What follows belongs to an exercise in optimizing a design on an open flow for small area; a production flow would make more cautious choices. Function not checked in this run: the RTL went through the layout flow alone. No activity file was given, so power comes from the tool's default toggle rates.

File: flow/config.mk
export PLATFORM = sky130hd
export DESIGN_NAME = riscv
export DESIGN_NICKNAME = riscv
export VERILOG_FILES = /design/flow/design.v
export SDC_FILE = /design/flow/constraint.sdc
export NUM_CORES = 8
export LEC_CHECK = 0
export CAP_MARGIN = 20
export CORE_MARGIN = 2
export CORE_UTILIZATION = 25
export PLACE_DENSITY = 0.45
export SLEW_MARGIN = 20
File: flow/constraint.sdc
create_clock -name core_clock -period 15.0 [get_ports {clk}]
set_input_delay 3.0000 -clock core_clock [delete_from_list [all_inputs] [get_ports {clk}]]
set_output_delay 3.0000 -clock core_clock [all_outputs]
set_load 0.01 [all_outputs]
File: flow/design.v
module adder(
	  input	[31:0] data_a,
	  input	[31:0] data_b,
	  output [31:0] out
    );
assign out = data_a + data_b;
endmodule	 
module alu #(parameter WIDTH=32)
    (
	  input [3:0] control,
	  input [WIDTH-1:0] DATA_A,
	  input [WIDTH-1:0] DATA_B,
      output reg [WIDTH-1:0] OUT,
      input CI,
	  output reg CO,
	  output reg OVF,
	  output N, Z
    );
localparam Addition=4'b0000,
		  ShiftLeftLogical=4'b0001,  
		  SetLessThanSigned=4'b0010,
		  SetLessThanUnsigned=4'b0011,
		  EXOR=4'b0100,
		  ShiftRightLogical=4'b0101, 
		  ShifRightArithmetic=4'b0110,	
		  ORR=4'b0111,
		  AND=4'b1000,
		  SubtractionAB=4'b1011,
		  Move_Through=4'b1001,
		  Move_Not=4'b1010;
assign N = OUT[WIDTH-1];
assign Z = ~(|OUT);
always@(*) begin
	case(control)
		ShiftLeftLogical: begin
			OUT = DATA_A << DATA_B[4:0];
			CO = 1'b0;
			OVF = 1'b0;
		end
		ShiftRightLogical: begin
			OUT = DATA_A >> DATA_B[4:0];
			CO = 1'b0;
			OVF = 1'b0;
		end
		ShifRightArithmetic: begin
			OUT = $signed(DATA_A) >>> DATA_B[4:0];
			CO = 1'b0;
			OVF = 1'b0;
		end
		SetLessThanUnsigned: begin
			OUT = ($unsigned(DATA_A) < $unsigned(DATA_B));
			CO = 1'b0;
			OVF = 1'b0;
		end
		SetLessThanSigned: begin
			OUT = ($signed(DATA_A) < $signed(DATA_B));
			CO = 1'b0;
			OVF = 1'b0;
		end
		AND:begin
			OUT = DATA_A & DATA_B;
			CO = 1'b0;
			OVF = 1'b0;
		end
		EXOR:begin
			OUT = DATA_A ^ DATA_B;
			CO = 1'b0;
			OVF = 1'b0;
		end
		SubtractionAB:begin
			{CO,OUT} =  DATA_A +  $unsigned(~DATA_B) +  1'b1;
			OVF = (DATA_A[WIDTH-1] & ~DATA_B[WIDTH-1] & ~OUT[WIDTH-1]) | (~DATA_A[WIDTH-1] & DATA_B[WIDTH-1] & OUT[WIDTH-1]);
		end
		Addition:begin
			{CO,OUT} = DATA_A + DATA_B;
			OVF = (DATA_A[WIDTH-1] & DATA_B[WIDTH-1] & ~OUT[WIDTH-1]) | (~DATA_A[WIDTH-1] & ~DATA_B[WIDTH-1] & OUT[WIDTH-1]);
		end
		ORR:begin
			OUT = DATA_A | DATA_B;
			CO = 1'b0;
			OVF = 1'b0;
		end
		Move_Through:begin
			OUT = DATA_B;
			CO = 1'b0;
			OVF = 1'b0;
		end
		Move_Not:begin
			OUT = ~DATA_B;
			CO = 1'b0;
			OVF = 1'b0;
		end
		default:begin
            OUT = {WIDTH{1'b0}};
            CO = 1'b0;
            OVF = 1'b0;
		end
	endcase
end
endmodule	 
module alu_decoder(
    input funct7_5,
    input op_5,
    input [2:0] funct3,
    input [1:0] ALUOp,
    output reg [3:0] ALUControl
);
always @(*)
begin
    case(ALUOp)
        2'b00: ALUControl = 4'b0000;          
        2'b01: ALUControl = 4'b1011;          
        2'b10: begin
            case(funct3)
                3'b000: begin
                    ALUControl = {op_5,funct7_5} == 2'b11 ? 4'b1011 : 4'b0000;
                end
                3'b001: ALUControl = 4'b0001;
                3'b010: ALUControl = 4'b0010;
                3'b011: ALUControl = 4'b0011;
                3'b100: ALUControl = 4'b0100;
                3'b101: begin
                    ALUControl = funct7_5 == 1'b1 ? 4'b0110 : 4'b0101;
                end
                3'b110: ALUControl = 4'b0111;
                3'b111: ALUControl = 4'b1000;
            endcase
            end
        2'b11: ALUControl = 4'b1001;
    endcase
end
endmodule
module cond_unit(
    input [2:0]funct3,
    input Zero,
    input Overflow,
    input Negative,
    input CarryOut,
    output reg isCondSatisfied
);
always @(*) begin
    case (funct3)
        3'b000 : isCondSatisfied = Zero;                          
        3'b001 : isCondSatisfied = ~Zero;                         
        3'b100 : isCondSatisfied = Negative ^ Overflow;           
        3'b101 : isCondSatisfied = ~(Negative ^ Overflow);        
        3'b110 : isCondSatisfied = ~CarryOut;                     
        3'b111 : isCondSatisfied = CarryOut;                      
        default: isCondSatisfied = 1'b0;
    endcase
end
endmodule
module pc_logic(
    input [2:0] funct3,
    input Zero,
    input Overflow,
    input Negative,
    input CarryOut,
    input Branch, 
    input Jump, 
    input op_3,      
    output reg [1:0] PCSrc
);
wire isCondSatisfied;
cond_unit c_unit(.Zero(Zero), .Negative(Negative), .CarryOut(CarryOut), .Overflow(Overflow), .funct3(funct3), .isCondSatisfied(isCondSatisfied));
always @(*)
begin
    if (Jump == 1'b1 & op_3 == 1'b0) begin
        PCSrc = 2'b10;   
    end else if (Jump == 1'b1 |( Branch == 1'b1 & isCondSatisfied == 1'b1)) begin
        PCSrc = 2'b01;   
    end else begin
        PCSrc = 2'b00; 
    end
end
endmodule
module main_decoder(
    input [6:0] op,
    input [2:0] funct3,
    input [1:0] UARTOp,
    output reg RegWrite,
    output reg [2:0] ImmSrc,
    output reg ALUSrc,
    output reg MemWrite,
    output reg Branch,
    output reg [1:0] ALUOp,
    output reg Jump,
    output reg [1:0] ResultSrc,
    output reg [1:0] operation_byte_size,
    output reg [2:0] MemResultCtr,
    output reg [1:0] RegWriteSrcSelect
);
always @(*)
begin
    RegWrite = ~(op[5:0] == 6'b100011) | (op[6:0] == 7'b1100111 | op[6:0] == 7'b1101111); 
    case (op)
        7'b0000_011: ImmSrc = 3'b000;    
        7'b0010_011: ImmSrc = (funct3 == 3'b001 | funct3 == 3'b101) ? 3'b101 : 3'b000;
        7'b0010_111: ImmSrc = 3'b100;    
        7'b0100_011: ImmSrc = 3'b001;    
        7'b0110_011: ImmSrc = 3'b000;    
        7'b0110_111: ImmSrc = 3'b100;    
        7'b1100_011: ImmSrc = 3'b010;    
        7'b1100_111: ImmSrc = 3'b000;    
        7'b1101_111: ImmSrc = 3'b011;    
        default: ImmSrc = 3'b000;
    endcase
    ALUSrc = ~(op[6:0] == 7'b0110_011 | op[6:0] == 7'b1100_011);         
    MemWrite = (op[6:0] == 7'b0100_011);           
    Branch = (op[6:0] == 7'b1100_011);
    case (op)
        7'b0000_011: ALUOp =2'b00;       
        7'b0010_011: ALUOp =2'b10;       
        7'b0010_111: ALUOp =2'b00;    
        7'b0100_011: ALUOp =2'b00;       
        7'b0110_011: ALUOp =2'b10;       
        7'b0110_111: ALUOp =2'b11;        
        7'b1100_011: ALUOp =2'b01;       
        7'b1100_111: ALUOp =2'b00;       
        7'b1101_111: ALUOp =2'b00;    
        default: ALUOp =2'b00;
    endcase
    Jump = (op == 7'b1101_111 | op ==  7'b1100_111);
    ResultSrc[1] = (op == 7'b1101_111);      
    ResultSrc[0] = (op == 7'b0000_011);      
    if({op, funct3} == 10'b01_0001_1000) begin  
        operation_byte_size = 2'b00;            
    end else if({op, funct3} == 10'b01_0001_1001) begin      
        operation_byte_size = 2'b01; 
    end else begin
        operation_byte_size = 2'b11;         
    end
    case ({op, funct3})
        10'b00_0001_1000: MemResultCtr = 3'b001;
        10'b00_0001_1001: MemResultCtr = 3'b010;
        10'b00_0001_1010: MemResultCtr = 3'b011;
        10'b00_0001_1100: MemResultCtr = 3'b100;
        10'b00_0001_1101: MemResultCtr = 3'b101;
        default: MemResultCtr = 3'b000;
    endcase
    case (op)
        7'b1101_111: RegWriteSrcSelect = 2'b00;            
        7'b1100_111: RegWriteSrcSelect = 2'b00;            
        7'b0010_111: RegWriteSrcSelect = 2'b01;            
        7'b1100_111: RegWriteSrcSelect = 2'b00;           
        7'b1101_111: RegWriteSrcSelect = 2'b00;           
        default: begin 
            if(UARTOp == 2'b01) begin            
                 RegWriteSrcSelect = 2'b11;
            end else begin
                RegWriteSrcSelect = 2'b10;      
            end
        end     
    endcase
end
endmodule
module control_unit(
    output [1:0] PCSrc,
    output RegWrite,
    output [2:0] ImmSrc,
    output ALUSrc,
    output [3:0] ALUControl,
    output MemWrite,
    output [1:0] ResultSrc,
    output [1:0] operation_byte_size,
    output [2:0] MemResultCtr,
    input [6:0] op,
    input [2:0] funct3,
    input funct7_5,
    input Zero,
    input Negative,
    input Overflow,
    input CarryOut,
    input [31:0] ALUResult,          
    output [1:0] UARTOp,
    output [1:0] RegWriteSrcSelect
);
wire Branch;
wire [1:0] ALUOp;
wire Jump;
wire MemWriteINT;       
main_decoder m_decod(.op(op), .funct3(funct3), .RegWrite(RegWrite), .ImmSrc(ImmSrc), .ALUSrc(ALUSrc), .MemWrite(MemWriteINT),  .Branch(Branch), .ALUOp(ALUOp), .Jump(Jump), .ResultSrc(ResultSrc), .operation_byte_size(operation_byte_size), .MemResultCtr(MemResultCtr), .RegWriteSrcSelect(RegWriteSrcSelect), .UARTOp(UARTOp));
alu_decoder a_decod(.funct7_5(funct7_5), .op_5(op[5]), .funct3(funct3), .ALUOp(ALUOp), .ALUControl(ALUControl));
pc_logic p_logic(.funct3(funct3), .Zero(Zero), .Overflow(Overflow), .Negative(Negative), .CarryOut(CarryOut), .Branch(Branch), .Jump(Jump), .op_3(op[3]), .PCSrc(PCSrc));
assign UARTOp = 2'b00;
assign MemWrite = MemWriteINT & ~(UARTOp == 2'b10 | UARTOp == 2'b01);   
endmodule
module extender (
    output reg [31:0] out,
    input [31:0] in,
    input [2:0] control
);
always @(*) begin
    case (control)
        3'b000: out = {{20{in[31]}}, in[31:20]};     
        3'b001: out = {{20{in[31]}}, in[31:25], in[11:7]};
        3'b010: out = {{20{in[31]}}, in[7], in[30:25], in[11:8], 1'b0};
        3'b011: out = {{12{in[31]}}, in[19:12], in[20], in[30:21], 1'b0};
        3'b100: out = {{in[31:12]}, {12{1'b0}}};
        3'b101: out = {{20{1'b0}}, in[31:20]};       
        default: out = 32'd0;
    endcase
end
endmodule
module mem_res_extender (
    output reg [31:0] out,
    input [31:0] in,
    input [2:0] control
);
always @(*) begin
    case (control)
        3'b000: out = in;     
        3'b001: out = {{24{in[7]}}, in[7:0]};       
        3'b010: out = {{16{in[15]}}, in[15:0]};     
        3'b011: out = in;        
        3'b100: out = {{24{1'b0}}, in[7:0]};        
        3'b101: out = {{16{1'b0}}, in[15:0]};       
        default: out = in;
    endcase
end
endmodule
module mux_2to1 #(parameter WIDTH=4)
    (
	  input select,
	  input [WIDTH-1:0] input_0, input_1,
      output [WIDTH-1:0] output_value
    );
assign output_value = select ? input_1 : input_0;
endmodule
module mux_4to1 #(parameter WIDTH=4)
    (
	  input [1:0] select,
	  input [WIDTH-1:0] input_0, input_1, input_2, input_3,
      output reg [WIDTH-1:0] output_value
    );
always@(*) begin
	case(select)
		2'b00:output_value = input_0;
		2'b01:output_value = input_1;
		2'b10:output_value = input_2;
		2'b11:output_value = input_3;
		default: output_value = {WIDTH{1'b0}};
	endcase
end
endmodule
module mux_32to1 #(parameter WIDTH=4)
(
    input [4:0] select,
    input [WIDTH-1:0] input_0, input_1, input_2, input_3, input_4, input_5, input_6, input_7,
    input [WIDTH-1:0] input_8, input_9, input_10, input_11, input_12, input_13, input_14, input_15,
    input [WIDTH-1:0] input_16, input_17, input_18, input_19, input_20, input_21, input_22, input_23,
    input [WIDTH-1:0] input_24, input_25, input_26, input_27, input_28, input_29, input_30, input_31,
    output reg [WIDTH-1:0] output_value
);
always @(*) begin
    case (select)
        5'd0:  output_value = input_0;
        5'd1:  output_value = input_1;
        5'd2:  output_value = input_2;
        5'd3:  output_value = input_3;
        5'd4:  output_value = input_4;
        5'd5:  output_value = input_5;
        5'd6:  output_value = input_6;
        5'd7:  output_value = input_7;
        5'd8:  output_value = input_8;
        5'd9:  output_value = input_9;
        5'd10: output_value = input_10;
        5'd11: output_value = input_11;
        5'd12: output_value = input_12;
        5'd13: output_value = input_13;
        5'd14: output_value = input_14;
        5'd15: output_value = input_15;
        5'd16: output_value = input_16;
        5'd17: output_value = input_17;
        5'd18: output_value = input_18;
        5'd19: output_value = input_19;
        5'd20: output_value = input_20;
        5'd21: output_value = input_21;
        5'd22: output_value = input_22;
        5'd23: output_value = input_23;
        5'd24: output_value = input_24;
        5'd25: output_value = input_25;
        5'd26: output_value = input_26;
        5'd27: output_value = input_27;
        5'd28: output_value = input_28;
        5'd29: output_value = input_29;
        5'd30: output_value = input_30;
        5'd31: output_value = input_31;
        default: output_value = {WIDTH{1'b0}};
    endcase
end
endmodule
module decoder_5to32
(
    input [4:0] IN,
    output reg [31:0] OUT
);
always @(*) begin
    case(IN)
        5'd0:  OUT = 32'b00000000000000000000000000000001;
        5'd1:  OUT = 32'b00000000000000000000000000000010;
        5'd2:  OUT = 32'b00000000000000000000000000000100;
        5'd3:  OUT = 32'b00000000000000000000000000001000;
        5'd4:  OUT = 32'b00000000000000000000000000010000;
        5'd5:  OUT = 32'b00000000000000000000000000100000;
        5'd6:  OUT = 32'b00000000000000000000000001000000;
        5'd7:  OUT = 32'b00000000000000000000000010000000;
        5'd8:  OUT = 32'b00000000000000000000000100000000;
        5'd9:  OUT = 32'b00000000000000000000001000000000;
        5'd10: OUT = 32'b00000000000000000000010000000000;
        5'd11: OUT = 32'b00000000000000000000100000000000;
        5'd12: OUT = 32'b00000000000000000001000000000000;
        5'd13: OUT = 32'b00000000000000000010000000000000;
        5'd14: OUT = 32'b00000000000000000100000000000000;
        5'd15: OUT = 32'b00000000000000001000000000000000;
        5'd16: OUT = 32'b00000000000000010000000000000000;
        5'd17: OUT = 32'b00000000000000100000000000000000;
        5'd18: OUT = 32'b00000000000001000000000000000000;
        5'd19: OUT = 32'b00000000000010000000000000000000;
        5'd20: OUT = 32'b00000000000100000000000000000000;
        5'd21: OUT = 32'b00000000001000000000000000000000;
        5'd22: OUT = 32'b00000000010000000000000000000000;
        5'd23: OUT = 32'b00000000100000000000000000000000;
        5'd24: OUT = 32'b00000001000000000000000000000000;
        5'd25: OUT = 32'b00000010000000000000000000000000;
        5'd26: OUT = 32'b00000100000000000000000000000000;
        5'd27: OUT = 32'b00001000000000000000000000000000;
        5'd28: OUT = 32'b00010000000000000000000000000000;
        5'd29: OUT = 32'b00100000000000000000000000000000;
        5'd30: OUT = 32'b01000000000000000000000000000000;
        5'd31: OUT = 32'b10000000000000000000000000000000;
        default: OUT = 32'b0;
    endcase
end
endmodule
module register_rsten #(parameter WIDTH=32) (
	  input  clk, reset,we,
	  input	[WIDTH-1:0] data,
	  output reg [WIDTH-1:0] out
    );
always@(posedge clk) begin
	if (reset == 1'b1)
		out<={WIDTH{1'b0}};
	else if(we==1'b1)	
		out<=data;
end
endmodule	 
module register_file #(parameter WIDTH=32)
    (
	  input clk, write_enable, reset,
	  input [4:0] Source_select_0, Source_select_1, Debug_Source_select, Destination_select,
	  input	[WIDTH-1:0] DATA,
	  output [WIDTH-1:0] out_0, out_1, Debug_out
    );
wire [WIDTH-1:0] Reg_Out [31:0];
wire [31:0] Reg_enable;
genvar i;
register_rsten #(WIDTH) Reg_i (.clk(clk),.reset(reset),.we(1'b0),.data(32'h00),.out(Reg_Out[0]));
generate
    for (i = 1 ; i < 32 ; i = i + 1) begin : registers
        register_rsten #(WIDTH) Reg_i (.clk(clk),.reset(reset),.we(Reg_enable[i]& write_enable),.data(DATA),.out(Reg_Out[i]));
    end
endgenerate
decoder_5to32 dec (.IN(Destination_select),.OUT(Reg_enable));
mux_32to1 #(WIDTH) mux_0 (
    .select(Source_select_0),
    .input_0(Reg_Out[0]),
    .input_1(Reg_Out[1]),
    .input_2(Reg_Out[2]),
    .input_3(Reg_Out[3]),
    .input_4(Reg_Out[4]),
    .input_5(Reg_Out[5]),
    .input_6(Reg_Out[6]),
    .input_7(Reg_Out[7]),
    .input_8(Reg_Out[8]),
    .input_9(Reg_Out[9]),
    .input_10(Reg_Out[10]),
    .input_11(Reg_Out[11]),
    .input_12(Reg_Out[12]),
    .input_13(Reg_Out[13]),
    .input_14(Reg_Out[14]),
    .input_15(Reg_Out[15]),
    .input_16(Reg_Out[16]),
    .input_17(Reg_Out[17]),
    .input_18(Reg_Out[18]),
    .input_19(Reg_Out[19]),
    .input_20(Reg_Out[20]),
    .input_21(Reg_Out[21]),
    .input_22(Reg_Out[22]),
    .input_23(Reg_Out[23]),
    .input_24(Reg_Out[24]),
    .input_25(Reg_Out[25]),
    .input_26(Reg_Out[26]),
    .input_27(Reg_Out[27]),
    .input_28(Reg_Out[28]),
    .input_29(Reg_Out[29]),
    .input_30(Reg_Out[30]),
    .input_31(Reg_Out[31]),
    .output_value(out_0)
);
mux_32to1 #(WIDTH) mux_1 (
    .select(Source_select_1),
    .input_0(Reg_Out[0]),
    .input_1(Reg_Out[1]),
    .input_2(Reg_Out[2]),
    .input_3(Reg_Out[3]),
    .input_4(Reg_Out[4]),
    .input_5(Reg_Out[5]),
    .input_6(Reg_Out[6]),
    .input_7(Reg_Out[7]),
    .input_8(Reg_Out[8]),
    .input_9(Reg_Out[9]),
    .input_10(Reg_Out[10]),
    .input_11(Reg_Out[11]),
    .input_12(Reg_Out[12]),
    .input_13(Reg_Out[13]),
    .input_14(Reg_Out[14]),
    .input_15(Reg_Out[15]),
    .input_16(Reg_Out[16]),
    .input_17(Reg_Out[17]),
    .input_18(Reg_Out[18]),
    .input_19(Reg_Out[19]),
    .input_20(Reg_Out[20]),
    .input_21(Reg_Out[21]),
    .input_22(Reg_Out[22]),
    .input_23(Reg_Out[23]),
    .input_24(Reg_Out[24]),
    .input_25(Reg_Out[25]),
    .input_26(Reg_Out[26]),
    .input_27(Reg_Out[27]),
    .input_28(Reg_Out[28]),
    .input_29(Reg_Out[29]),
    .input_30(Reg_Out[30]),
    .input_31(Reg_Out[31]),
    .output_value(out_1)
);
mux_32to1 #(WIDTH) mux_2 (
    .select(Debug_Source_select),
    .input_0(Reg_Out[0]),
    .input_1(Reg_Out[1]),
    .input_2(Reg_Out[2]),
    .input_3(Reg_Out[3]),
    .input_4(Reg_Out[4]),
    .input_5(Reg_Out[5]),
    .input_6(Reg_Out[6]),
    .input_7(Reg_Out[7]),
    .input_8(Reg_Out[8]),
    .input_9(Reg_Out[9]),
    .input_10(Reg_Out[10]),
    .input_11(Reg_Out[11]),
    .input_12(Reg_Out[12]),
    .input_13(Reg_Out[13]),
    .input_14(Reg_Out[14]),
    .input_15(Reg_Out[15]),
    .input_16(Reg_Out[16]),
    .input_17(Reg_Out[17]),
    .input_18(Reg_Out[18]),
    .input_19(Reg_Out[19]),
    .input_20(Reg_Out[20]),
    .input_21(Reg_Out[21]),
    .input_22(Reg_Out[22]),
    .input_23(Reg_Out[23]),
    .input_24(Reg_Out[24]),
    .input_25(Reg_Out[25]),
    .input_26(Reg_Out[26]),
    .input_27(Reg_Out[27]),
    .input_28(Reg_Out[28]),
    .input_29(Reg_Out[29]),
    .input_30(Reg_Out[30]),
    .input_31(Reg_Out[31]),
    .output_value(Debug_out)
);
endmodule
module datapath(
    input clk,
    input reset,
    input [1:0]PCSrc,
    input RegWrite,
    input [2:0] ImmSrc,
    input ALUSrc,
    input [3:0] ALUControl,
    input MemWrite,
    input [1:0] ResultSrc,
    input [1:0] operation_byte_size, 
    input [2:0] MemResultCtr,
    output [6:0] op,
    output [2:0] funct3,
    output funct7_5,
    output Zero,
    output Negative,
    output Overflow,
    output CarryOut,
    input [4:0] Debug_Source_select,
    output [31:0] Debug_out,
    output [31:0] fetchPC,
    output [31:0]ALUResult,
    input [1:0] UARTOp,
    input [1:0] RegWriteSrcSelect,
    input [31:0] Instr,
    output [31:0] WriteData,
    input [31:0] MemReadResult
);
wire [31:0] PCNext;
wire [31:0] PC;
wire [31:0] PCPlus4;
wire [31:0] PCTarget;
wire [31:0] ImmExt;
wire [31:0] SrcA;
wire [31:0] SrcB;
wire [31:0] ReadData;
wire [31:0] Result;
wire [4:0] write_dest;
wire [31:0] WD3;
wire [31:0] FIFOOut = 32'b0;
assign fetchPC = PC;
mux_4to1 #(.WIDTH(32)) mux_b_pc(.select(PCSrc), .input_0(PCPlus4), .input_1(PCTarget), .input_2(ALUResult), .input_3(32'b0), .output_value(PCNext));
register_rsten #(.WIDTH(32)) pc_reg(.clk(clk), .reset(reset), .we(1'b1), .data(PCNext), .out(PC));
assign op = Instr[6:0];
assign funct3 = Instr[14:12];
assign funct7_5 = Instr[30];
assign write_dest = Instr[11:7];
adder pc_4_adder(.data_a(PC), .data_b(32'h0000_0004), .out(PCPlus4));
mux_4to1 #(.WIDTH(32)) mux_b_reg_f(.select(RegWriteSrcSelect), .input_0(PCPlus4), .input_1(PCTarget), .input_2(Result), .input_3(FIFOOut), .output_value(WD3));
register_file r_file(.clk(clk), .write_enable(RegWrite), .reset(reset), .Source_select_0(Instr[19:15]), .Source_select_1(Instr[24:20]), .Debug_Source_select(Debug_Source_select), .Destination_select(write_dest), .DATA(WD3), .out_0(SrcA), .out_1(WriteData), .Debug_out(Debug_out));
extender ext(.control(ImmSrc), .in(Instr), .out(ImmExt));
adder pc_imm_adder(.data_a(PC), .data_b(ImmExt), .out(PCTarget));
mux_2to1 #(.WIDTH(32)) mux_b_alu(.select(ALUSrc), .input_0(WriteData), .input_1(ImmExt), .output_value(SrcB));
alu alu_dp(.control(ALUControl), .DATA_A(SrcA), .DATA_B(SrcB), .OUT(ALUResult), .CI(1'b0), .CO(CarryOut), .OVF(Overflow), .N(Negative), .Z(Zero));
mem_res_extender mr_ext(.in(MemReadResult), .out(ReadData), .control(MemResultCtr));
mux_4to1 #(.WIDTH(32)) mux_a_mem(.select(ResultSrc), .input_0(ALUResult), .input_1(ReadData), .input_2(PCPlus4), .input_3(32'b0), .output_value(Result));
endmodule
module riscv(
    input clk,
    input reset,
    input [4:0] debug_reg_select,
    output [31:0] debug_reg_out,
    output [31:0] fetchPC,
    input  [31:0] imem_rdata,
    output [31:0] dmem_addr,
    output [31:0] dmem_wdata,
    output        dmem_we,
    output [1:0]  dmem_size,
    input  [31:0] dmem_rdata
);
wire [1:0] PCSrc;
wire RegWrite;
wire [2:0] ImmSrc;
wire ALUSrc;
wire [3:0] ALUControl;
wire MemWrite;
wire [1:0] ResultSrc;
wire [1:0] operation_byte_size;
wire [2:0] MemResultCtr;
wire [6:0] op;
wire [2:0] funct3;
wire funct7_5;
wire Zero;
wire Negative;
wire Overflow;
wire CarryOut;
wire [31:0] ALUResult;
wire [1:0] UARTOp;
wire [1:0] RegWriteSrcSelect;
datapath my_datapath(
    .clk(clk),
    .reset(reset),
    .PCSrc(PCSrc),
    .RegWrite(RegWrite),
    .ImmSrc(ImmSrc),
    .ALUSrc(ALUSrc),
    .ALUControl(ALUControl),
    .MemWrite(MemWrite),
    .ResultSrc(ResultSrc),
    .operation_byte_size(operation_byte_size),
    .MemResultCtr(MemResultCtr),
    .op(op),
    .funct3(funct3),
    .funct7_5(funct7_5),
    .Zero(Zero),
    .Negative(Negative),
    .Overflow(Overflow),
    .CarryOut(CarryOut),
    .Debug_Source_select(debug_reg_select),
    .Debug_out(debug_reg_out),
    .fetchPC(fetchPC),
    .ALUResult(ALUResult),
    .UARTOp(UARTOp),
    .RegWriteSrcSelect(RegWriteSrcSelect),
    .Instr(imem_rdata),
    .WriteData(dmem_wdata),
    .MemReadResult(dmem_rdata)
);
assign dmem_addr = ALUResult;
assign dmem_we   = MemWrite;
assign dmem_size = operation_byte_size;
control_unit my_controller(
    .PCSrc(PCSrc),
    .RegWrite(RegWrite),
    .ImmSrc(ImmSrc),
    .ALUSrc(ALUSrc),
    .ALUControl(ALUControl),
    .MemWrite(MemWrite),
    .ResultSrc(ResultSrc),
    .operation_byte_size(operation_byte_size),
    .MemResultCtr(MemResultCtr),
    .op(op),
    .funct3(funct3),
    .funct7_5(funct7_5),
    .Zero(Zero),
    .Negative(Negative),
    .Overflow(Overflow),
    .CarryOut(CarryOut),
    .ALUResult(ALUResult),
    .UARTOp(UARTOp),
    .RegWriteSrcSelect(RegWriteSrcSelect)
);
endmodule
File: flow/run.sh
#!/bin/bash
# synth_recipe.tcl (not shown) runs the flow's synth.tcl, then flattens the netlist and writes it again
# the make line also repeats each setting of config.mk as NAME=value (left out here)
make -C /OpenROAD-flow-scripts/flow DESIGN_CONFIG=/design/flow/config.mk WORK_HOME=/design/flow/orfs CLKGATE_MAP_FILE= SYNTH_SCRIPT=/design/flow/synth_recipe.tcl finish
==> results.txt <==
-- kinds of logic after synthesis --
logic type                 synth area share [%]
AOI/OAI and AO/OA                          36.4
and+or+nand+nor                            20.7
buffers and inverters                      6.01
DFF                                        31.3
adders and majority gates                  2.58
muxes                                      1.99
xor gates and xnor gates                  0.963
-- power by group through the flow --
| stage | clock network [W] | registers (W) | logic, W |
|---|---|---|---|
| 2_1_floorplan | 0 | 0.00288 | 0.000593 |
| 3_3_place_gp | 0 | 0.00294 | 0.00120 |
| 3_5_place_dp | 0 | 0.00294 | 0.00120 |
| 4_1_cts | 0.00339 | 0.00288 | 0.00120 |
| 5_1_grt | 0.00349 | 0.00288 | 0.00129 |
| 6_report | 0.00338 | 0.00289 | 0.00128 |
-- per-layer routing --
metal  up-vias  track usage, %  wire [microns]
met3      2680            15.4           72900
li1      32300               -               -
met5         -           0.858             565
met1     41000            47.0          201000
met2      8206            54.9          215000
met4        32            27.5           48400
-- critical path: cells and delay by family --
kind	cells	cell delay, ps
AO/OA/AOI/OAI	8	2700
adder cells (fa/ha/maj)	1	280
buffers and inverters	6	2960
AND/OR/NAND/NOR	7	2710
-- per-stage QoR --
stage | hold slack (ps) | utilization, % | area (sq um)
2_1_floorplan | 494 | - | 65500
3_3_place_gp | 515 | 28.0 | 72800
3_5_place_dp | 523 | 28.0 | 72900
4_1_cts | 532 | 29.8 | 77400
5_1_grt | 548 | 29.8 | 77400
6_report | 536 | 29.9 | 77600
-- final timing paths --
check / to / slack (ps)
hold / removal: my_datapath.r_file.registers[12].Reg_i.out[13] / 540
hold reg to reg: my_datapath.r_file.registers[12].Reg_i.out[13] / 540
setup / recovery: dmem_addr[31] / 270
setup reg to reg: my_datapath.pc_reg.out[17] / 5930
-- registers in the layout, summed over array words and instances, names as in the netlist --
name,flops
my_datapath.pc_reg.out,32
my_datapath.r_file.registers.Reg_i.out,992
-- cells in the mapped netlist (all sizes together) (132+ instances only) --
master  count  area [sq um]
dfxtp    1024         20500
a21oi     307          1540
o21ai     280          1410
inv       132           498
nand4     179          1120
a221oi    190          1670
a22o      160          1400
nand3     279          1410
nor2     1215          4570
and3      359          2250
nand2     295          1110
a211oi    881          6620
clkbuf    820          3080
a22oi     833          6250
-- area by class of cell --
type                    instances  area share [%]
multi-input cells            6324            54.7
flip-flops and latches       1024            26.4
repair buffers                586            6.65
well taps                    3496            5.64
clock buffers                 159            4.42
clock inverters                68            1.30
inverters                     134           0.655
diodes                         63           0.203
==> key figures <==
Outcome
  • Status: timing/DRC/antenna clean

Critical path
  • R2R cell count: 23
  • Endpoint type of the worst setup path: output pin
  • Worst path cell trace: clkdlybuf4s50_1 -> buf_4 -> nand3b_1 -> nor2_4 -> buf_4 -> a22oi_1 -> nand4_1 -> a2111o_1 -> nor2_1 -> inv_1 -> ha_1 -> or2_2 -> nor4_1 -> nand2_1 -> a21oi_1 -> o21ai_0 -> buf_4 -> o31a_1 -> o2111a_1 -> a211oi_1 -> a221o_1 -> clkdlybuf4s50_1
  • CP max FO: 16
  • Crit path largest cell delay: 1030 ps
  • Worst EP required: about 12000 ps
  • R2R Path Start: my_datapath.r_file.registers[28].Reg_i.out[4]
  • Crit path max-delay cell type: clkdlybuf4s50_1
  • Worst setup startpoint: imem_rdata[17]
  • Most used cell, CP: buf_4
  • Crit path kind: in -> out
  • CP Data Arrival Time: around 12000 ps
  • Critical Path Start Type: primary input

Pwr
  • Sw Share: 33.0%
  • Leak: 26.7 nW
  • Pwr per Cell Area: 97.2 mW/mm^2
  • Max IR drop VDD: about 0.11 mV
  • P_int: 0.00505 W
  • NetSw: about 0.0025 W
  • Combinational group share of total power: 17.0%
  • Total power: 0.00754 W
  • Register share of total power: a little under two fifths
  • Clock Power Share: ~45%

Yosys
  • Synthesized net count: between 8000 and 9000
  • Post-synth top flop: dfxtp_1
  • Async SR Flop Fraction: 0%
  • EDFF count, synth: 0
  • Post-Synthesis Cells: roughly 8400
  • Sequential area share after synthesis: a little under a third
  • YS warnings: 12
  • Post-Syn Area per Cell: 7.82 sq um
  • Synth cell types: between 100 and 150
  • Number of synthesized register bits: ~1000
  • Post-synth design cell area: 0.0655 sq mm

Floorplan
  • Io pins: ~200
  • Initial Utilization: between 20% and 30%
  • FP Rows: about 190
  • Core Area: 0.260 sq mm
  • Die Ht: around 520 microns
  • Die Wd: between 500 and 600 microns
  • Die area: 0.266 sq mm

Layout
  • Final net count: 8395
  • Filler cell count: 27700
  • Layout Cells excl Fill: around 12000
  • Commonest non-fill, non-tap cell in the layout: nor2_1
  • Most frequent cells in the layout: 1073 x nor2_1, 1024 x dfxtp_1, 876 x a211oi_1, 833 x a22oi_1, 364 x buf_4
  • P&R area growth vs syn: 18.5%
  • Register area: about 0.02 sq mm
  • Area of the multi-input gates: ~0.042 sq mm
  • Share of cells above drive strength 1: a little over a tenth

Timing
  • Fin crit period: roughly 15000 ps
  • Peak Freq: roughly 68 MHz
  • Setup Total Neg Slack: 0 ps
  • Min setup slack post-route: between 200 and 300 ps
  • Final Hold Vio Count: 0
  • Slew margin rel.: 13.9%
  • Slew @ Worst Pin: 1290 ps
  • RSZ-0062 raised after global routing: no
  • Clk_skew: 54.6 ps
  • Slew Viols, Final: 0
  • Setup violations, final: 0
  • Crit share post-route: between 90 and 100%

Hold path
  • Worst min-delay path class: reg -> reg
  • Hold Path Depth: 2
  • Hold Path Origin: my_datapath.r_file.registers[12].Reg_i.out[13]

Drt
  • DR iter-0 viols: 17000
  • Vias: around 84000
  • DRC: 0
  • Routed wire per std cell: approximately 45 microns
  • Via density per instance: about 7.1
  • Routed WL: between 500000 and 600000 microns
  • TritonRoute pass-1 iters: 14
  • Post-route ant nets: 0

Clock tree
  • CTS tree: yes
  • CTS root buf: clkbuf_16
  • Clock buffer depth: 3
  • Total setup buffers inserted after CTS: 0
  • Clk pin slew, worst setup/hold paths: around 60 ps
  • Clock sinks: between 1000 and 1500
  • Total CTS buffers: approximately 120
  • Worst skew pair latency: about 850 ps
  • Post-cts resize count: 0
  • H-tree level count: 3
  • Hold_buf cts: 0

Placement
  • HPWL after DPL: around 360000 microns
  • Port-buffer cells: ~200
  • Pre-CTS setup slack: between 800 and 900 ps
  • Final RePlAce weighted congestion: 1.05
  • Cells after DPL: 11600

Global routing
  • Vias in the first global route: 76100
  • Largest net degree at the start of global routing: 100
  • Global-route wire length before repair: 710000 microns
  • Overall Global Routing Usage: 38.7%
  • Initial antenna violation count: just under 60
  • GRT overflow: 0

Run
  • Total of max-cap violations: 0

==> afterwards: timing with drivers on the ports <==
The results above use ideal ports. As a check the final layout listed here was re-extracted and re-timed, cells and wires unchanged.
Step 1: set_driving_cell puts a clkbuf_16 on clk and a buf_2 on each other input, an assumption about the parent block.
Step 2 moves the port delays by t, midway between the first and last clock arrival at a register: inputs arrive t later, outputs are due t later. That takes back most of the time a late clock gives input paths.
Slacks: no drivers / after step 1 / after step 2; pairs: no drivers / after step 1.
t, ns: 0.922
slack for setup (ns): 0.272 / 0.239 / 0.239
worst setup path after step 2: input to output
clock arrival spread, ns: 0.054 / 0.055
After both steps this run still meets setup and hold. For this run, drivers alone change the setup slack by -0.033 ns; drivers and shift together by -0.033 ns.
